Context: an optimization exercise on an open-source flow, tuned for small area, a short achievable clock period and few clock cycles per item. The choices shown serve that exercise and are no tape-out recipe. Where RTL was checked, it was by simulation tests only, not by an equivalence proof against the original.

==> xenon: inputs <==
## vs4x400_core
module vs4x400_core (
    input clk, input reset,
    input start_search,
    input [9:0] vector_count,
    input [7:0] dim_size,
    output reg [11:0] mem_addr,
    input signed [63:0] mem_data,
    output [31:0] max_score,
    output reg [7:0] winner_id,
    output reg busy
);
==> flow/config.mk <==
export PLATFORM = sky130hd
export DESIGN_NAME = vs4x400_core
export DESIGN_NICKNAME = vs4x400_core
export VERILOG_FILES = /design/flow/design.v
export SDC_FILE = /design/flow/constraint.sdc
export NUM_CORES = 4
export LEC_CHECK = 0
export CAP_MARGIN = 20
export CORE_MARGIN = 2
export CORE_UTILIZATION = 40
export SLEW_MARGIN = 20
==> flow/constraint.sdc <==
create_clock -name core_clock -period 16.0 [get_ports {clk}]
set_input_delay 3.2000 -clock core_clock [delete_from_list [all_inputs] [get_ports {clk}]]
set_output_delay 3.2000 -clock core_clock [all_outputs]
set_load 0.01 [all_outputs]
standard.sh (not shown) runs the stock make flow with config.mk's settings and CLKGATE_MAP_FILE= SYNTH_SCRIPT=/design/flow/synth_recipe.tcl, a recipe that flattens the netlist after the stock synthesis.
==> flow/flow/run.sh <==
#!/bin/bash
# The standard layout (standard synthesis unchanged), with two changes to how the layout is
# made: every port still gets a buffer, but outputs get buf_4 and inputs buf_1 instead of the
# delay buffer buffer_ports picks by default (flow/ports.tcl); and the resizer's repair aims for setup slack
# below the clock period. Each tool's output is in orfs/logs; make's output in standard.log.
set -euo pipefail
here=$(pwd)
bash standard.sh \
  PRE_GLOBAL_PLACE_TCL="$here/flow/ports.tcl" \
  SETUP_SLACK_MARGIN=11.9 \
  finish > standard.log 2>&1
==> flow/flow/ports.tcl <==
# Sourced before global placement (PRE_GLOBAL_PLACE_TCL). global_place.tcl then calls
# buffer_ports; this wraps it so that every port still gets a buffer, but inputs get buf_1 and
# outputs buf_4 instead of the delay buffer buffer_ports picks by default.
rename buffer_ports my_std_buffer_ports
proc buffer_ports {args} {
  my_std_buffer_ports -inputs -buffer_cell sky130_fd_sc_hd__buf_1
  my_std_buffer_ports -outputs -buffer_cell sky130_fd_sc_hd__buf_4
}
==> quartz (differences from xenon) <==
--- a/flow/flow/run.sh
+++ b/flow/flow/run.sh
@@ -9,3 +9,3 @@
   PRE_GLOBAL_PLACE_TCL="$here/flow/ports.tcl" \
-  SETUP_SLACK_MARGIN=11.9 \
+  SETUP_SLACK_MARGIN=11.7 \
   finish > standard.log 2>&1
--- a/flow/flow/ports.tcl
+++ b/flow/flow/ports.tcl
@@ -2,3 +2,4 @@
 # buffer_ports; this wraps it so that every port still gets a buffer, but inputs get buf_1 and
-# outputs buf_4 instead of the delay buffer buffer_ports picks by default.
+# outputs buf_4 instead of the delay buffer buffer_ports picks by default. The port buffers are
+# marked dont_touch so that later timing repair keeps them.
 rename buffer_ports my_std_buffer_ports
@@ -7,2 +8,8 @@
   my_std_buffer_ports -outputs -buffer_cell sky130_fd_sc_hd__buf_4
+  set n 0
+  foreach inst [get_cells {input* output*}] {
+    set_dont_touch $inst
+    incr n
+  }
+  puts "ports.tcl: $n port buffers marked dont_touch"
 }
==> juniper (differences from xenon) <==
--- a/flow/flow/run.sh
+++ b/flow/flow/run.sh
@@ -9,3 +9,3 @@
   PRE_GLOBAL_PLACE_TCL="$here/flow/ports.tcl" \
-  SETUP_SLACK_MARGIN=11.9 \
+  SETUP_SLACK_MARGIN=11.7 \
   finish > standard.log 2>&1
--- a/flow/config.mk
+++ b/flow/config.mk
@@ -9,3 +9,5 @@
 export CORE_MARGIN = 2
-export CORE_UTILIZATION = 40
+export CORE_UTILIZATION = 55
+export CTS_CLUSTER_DIAMETER = 150
+export CTS_CLUSTER_SIZE = 50
 export SLEW_MARGIN = 20
==> flow_summary.json <==
{
  "dp_cells": 1912,
  "error_message": "[ERROR RSZ-3006] Failed to insert buffer before loads for net net95",
  "lastStage": "4_1_cts",
  "dieWidth_um": 193,
  "start_util": 0.404,
  "dpl_cell_area_um2": 15200,
  "status": "stopped before the end",
  "place.gp.congestion": 0.934,
  "core.rowCount": 69,
  "dp_slack_ns": 11.07,
  "fp.dieH_um": 193
}
(the above is from quartz)
==> flow_summary.json <==
{
  "status": "finished clean",
  "dieWidth_um": 193,
  "place.gp.congestion": 0.900,
  "dp_slack_ns": 11.15,
  "core.rowCount": 69,
  "fp.dieH_um": 193,
  "dp_cells": 1913,
  "dpl_cell_area_um2": 15200
}
(the above is from xenon)
==> flow_summary.json <==
{
  "status": "finished clean",
  "dieWidth_um": 165,
  "start_util": 0.563,
  "core.rowCount": 58,
  "dpl_cell_area_um2": 15000,
  "place.gp.congestion": 0.941
}
(the above is from juniper)
Testbench counts of xenon, summed over its fixed seeds: cycles 76,099, words 75,811.
Testbench counts of quartz, summed over its fixed seeds: cycles 76,099, words 75,811.
Testbench counts of juniper, summed over its fixed seeds: cycles 76,099, words 75,811.

---

==> fjord <==
vs4x400_core, a different RTL version from the one above (not shown whole).
==> flow/config.mk <==
export PLATFORM = sky130hd
export DESIGN_NAME = vs4x400_core
export DESIGN_NICKNAME = vs4x400_core
export VERILOG_FILES = /design/flow/design.v
export SDC_FILE = /design/flow/constraint.sdc
export NUM_CORES = 4
export LEC_CHECK = 0
export CAP_MARGIN = 20
export CORE_MARGIN = 2
export CORE_UTILIZATION = 40
export SLEW_MARGIN = 20
==> flow/constraint.sdc <==
create_clock -name core_clock -period 16.0 [get_ports {clk}]
set_input_delay 3.2000 -clock core_clock [delete_from_list [all_inputs] [get_ports {clk}]]
set_output_delay 3.2000 -clock core_clock [all_outputs]
set_load 0.01 [all_outputs]
==> flow/flow/run.sh <==
#!/bin/bash
# The standard layout (standard synthesis unchanged), with two changes to how the layout is
# made: every port still gets a buffer, but outputs get buf_4 and inputs buf_1 instead of the
# delay buffer buffer_ports picks by default; and the resizer's repair aims for setup slack
# below the clock period. Each tool's output is in orfs/logs; make's output in standard.log.
set -euo pipefail
here=$(pwd)
bash standard.sh \
  PRE_GLOBAL_PLACE_TCL="$here/flow/ports.tcl" \
  BUFFER_PORTS_ARGS="-inputs -buffer_cell sky130_fd_sc_hd__buf_1" \
  SETUP_SLACK_MARGIN=11.7 \
  finish > standard.log 2>&1
==> flow/flow/ports.tcl <==
# Sourced before global placement (PRE_GLOBAL_PLACE_TCL): buffer the outputs with buf_4;
# the flow's own buffer_ports call (BUFFER_PORTS_ARGS) then buffers the inputs with buf_1.
buffer_ports -outputs -buffer_cell sky130_fd_sc_hd__buf_4
==> yarrow: changes against fjord <==
Settings changed: CORE_UTILIZATION 40 to 60.
==> nickel: changes against fjord <==
--- a/flow/design.v
+++ b/flow/design.v
@@ -9,33 +9,30 @@
     output reg [7:0] winner_id,
     output reg busy
 );
     reg fetch;             
     reg first;             
     reg [4:0] krem;        
-    reg [8:0] vrem;        
     wire last_word = (krem == 5'd1);
-    wire last_vec = (vrem == 9'd1);
+    wire done;             
     always @(posedge clk or posedge reset) begin
         if (reset) begin
             fetch <= 1'b0;
             mem_addr <= 12'd0;
         end else begin
-            fetch <= start_search | (fetch & ~(last_word & last_vec));
+            fetch <= start_search | (fetch & ~done);
             mem_addr <= fetch ? mem_addr + 12'd1 : 12'd0;
         end
     end
     always @(posedge clk) begin
         krem <= (~fetch | last_word) ? dim_size[7:3] : krem - 5'd1;
-        vrem <= ~fetch ? vector_count[8:0] : (last_word ? vrem - 9'd1 : vrem);
         first <= ~fetch | last_word;
     end
     reg [63:0] d1;
     reg f1;                
     reg l1;                
-    reg e1;                
     reg [21:0] acc_s, acc_c;
     wire [21:0] as_q = f1 ? 22'd0 : acc_s;
     wire [21:0] ac_q = f1 ? 22'd0 : acc_c;
     wire pp1;
     wire pp2;
     wire pp3;
@@ -1752,53 +1749,47 @@
     assign c272 = (1'b1 & as_q[21]) | (ac_q[21] & (1'b1 ^ as_q[21]));
     assign s273 = c270 ^ s272 ^ c271;
     assign c273 = (c270 & s272) | (c271 & (c270 ^ s272));
     wire [21:0] acc_s_d = {s273, s271, s269, s267, s265, s263, c257, s257, c237, c221, c201, c177, c150, c121, c92, s92, s67, s46, s29, s16, s6, s1};
     wire [21:0] acc_c_d = {1'b0, 1'b0, c267, 1'b0, 1'b0, c261, s261, c249, s249, s237, s221, s201, s177, s150, s121, 1'b0, 1'b0, 1'b0, 1'b0, 1'b0, s7, s2};
     always @(posedge clk or posedge reset) begin
-        if (reset) begin
+        if (reset)
             l1 <= 1'b0;
-            e1 <= 1'b0;
-        end else begin
-            l1 <= fetch & last_word;
-            e1 <= fetch & last_word & last_vec;
-        end
+        else
+            l1 <= fetch & last_word & ~done;
     end
     always @(posedge clk) begin
         d1 <= mem_data;
         f1 <= first;
         acc_s <= acc_s_d;
         acc_c <= acc_c_d;
     end
     reg d2;                
-    reg e2;                
-    reg firstv;            
     reg [7:0] vid;         
     reg [21:0] best;
     reg best31;
+    wire [8:0] vid_next = {1'b0, vid} + 9'd1;
+    assign done = d2 & (vid_next == vector_count[8:0]);
     wire signed [21:0] score = acc_s + acc_c;
-    wire take = d2 & (firstv | (score > $signed(best)));
+    wire take = d2 & ((vid == 8'd0) | (score > $signed(best)));
     always @(posedge clk or posedge reset) begin
         if (reset) begin
             d2 <= 1'b0;
-            e2 <= 1'b0;
             busy <= 1'b0;
             best <= 22'd1;
             best31 <= 1'b1;
             winner_id <= 8'hFF;
         end else begin
-            d2 <= l1;
-            e2 <= e1;
-            busy <= start_search | (busy & ~e2);
+            d2 <= l1 & ~done;
+            busy <= start_search | (busy & ~done);
             if (take) begin
                 best <= score;
                 best31 <= score[21];
                 winner_id <= vid;
             end
         end
     end
     always @(posedge clk) begin
-        firstv <= ~busy | (firstv & ~d2);
-        vid <= ~busy ? 8'd0 : vid + {7'd0, d2};
+        vid <= ~busy ? 8'd0 : (d2 ? vid_next[7:0] : vid);
     end
     assign max_score = {best31, {9{best[21]}}, best};
 endmodule
==> flow/flow/run.sh (replaced) <==
#!/bin/bash
# The standard layout (standard synthesis unchanged), with two changes to how the layout is
# made: every port still gets a buffer, but outputs get buf_4 and inputs buf_1 instead of the
# delay buffer buffer_ports picks by default (flow/ports.tcl); and the resizer's repair aims for setup slack
# below the clock period. Each tool's output is in orfs/logs; make's output in standard.log.
set -euo pipefail
here=$(pwd)
bash standard.sh \
  PRE_GLOBAL_PLACE_TCL="$here/flow/ports.tcl" \
  SETUP_SLACK_MARGIN=11.7 \
  finish > standard.log 2>&1
==> flow/flow/ports.tcl (replaced) <==
# Sourced before global placement (PRE_GLOBAL_PLACE_TCL). global_place.tcl then calls
# buffer_ports; this wraps it so that every port still gets a buffer, but inputs get buf_1 and
# outputs buf_4 instead of the delay buffer buffer_ports picks by default.
rename buffer_ports my_std_buffer_ports
proc buffer_ports {args} {
  my_std_buffer_ports -inputs -buffer_cell sky130_fd_sc_hd__buf_1
  my_std_buffer_ports -outputs -buffer_cell sky130_fd_sc_hd__buf_4
}
Settings changed: CORE_UTILIZATION 40 to 55.
==> results.txt <==
quantity                                                               fjord          yarrow          nickel
Status                                                        finished clean  finished clean  finished clean
Share of synthesized area spent on multiplexers                        1.50%           1.50%           3.46%
DP Worst Slack                                                      11.29 ns        11.31 ns        10.82 ns
Count of flip-flops with a built-in enable after synthesis                 9               9               0
Post-layout instance area                                         15,900 um2      15,800 um2      16,500 um2
Transition at the pin with the smallest max-transition slack         1.01 ns        0.673 ns        0.860 ns
Destination of the critical timing path                            acc_c[11]       acc_c[11]       acc_c[10]
Wire length on met3                                                  1.74 mm         1.80 mm         1.38 mm
Instance area at placement                                        14,800 um2      14,600 um2      14,800 um2
Layout inverter count without the clock tree                             210             210             214
Number of cells on the critical path                                      13              13              10
Most frequent cell on the critical path                                 fa_1            fa_1            fa_2
Bufs w/o clock                                                           102             103             185
Proportion of cell area occupied by multi-input gates                  59.3%           60.2%           59.4%
Testbench counts of fjord, summed over its fixed seeds: cycles 76,099, words 75,811.
Testbench counts of yarrow, summed over its fixed seeds: cycles 76,099, words 75,811.
The RTL of nickel was laid out without a check of its function.

## port drivers added, routing unchanged
The flow's constraints put no driver on any port. The routed layouts listed below were extracted and timed again, unchanged, in two steps.
Step 1 assumes that a clkbuf_16 drives the clock port and a buf_2 every other input.
Step 2 moves the port delays by t, midway between the first and last clock arrival at a register: inputs arrive t later, outputs are due t later. That takes back most of the time a late clock gives input paths.
Slacks: no drivers / after step 1 / after step 2; pairs: no drivers / after step 1.
| run | t, ns | setup WS [ns] | worst hold slack (ns) |
|---|---|---|---|
| xenon | 0.506 | 11.671 / 11.618 / 11.785 | 0.326 / 0.326 / 0.326 |
| juniper | 0.482 | 11.714 / 11.666 / 11.768 | 0.352 / 0.352 / 0.352 |
| fjord | 0.499 | 11.646 / 11.646 / 11.646 | 0.326 / 0.326 / 0.326 |
| yarrow | 0.486 | 11.628 / 11.628 / 11.628 | 0.323 / 0.323 / 0.323 |
| nickel | 0.480 | 11.623 / 11.588 / 11.423 | 0.342 / 0.342 / 0.342 |
After both steps setup and hold are still met in every run listed. The setup slack of nickel, which loses most, moves by -0.035 ns with the drivers and by -0.200 ns with both steps.
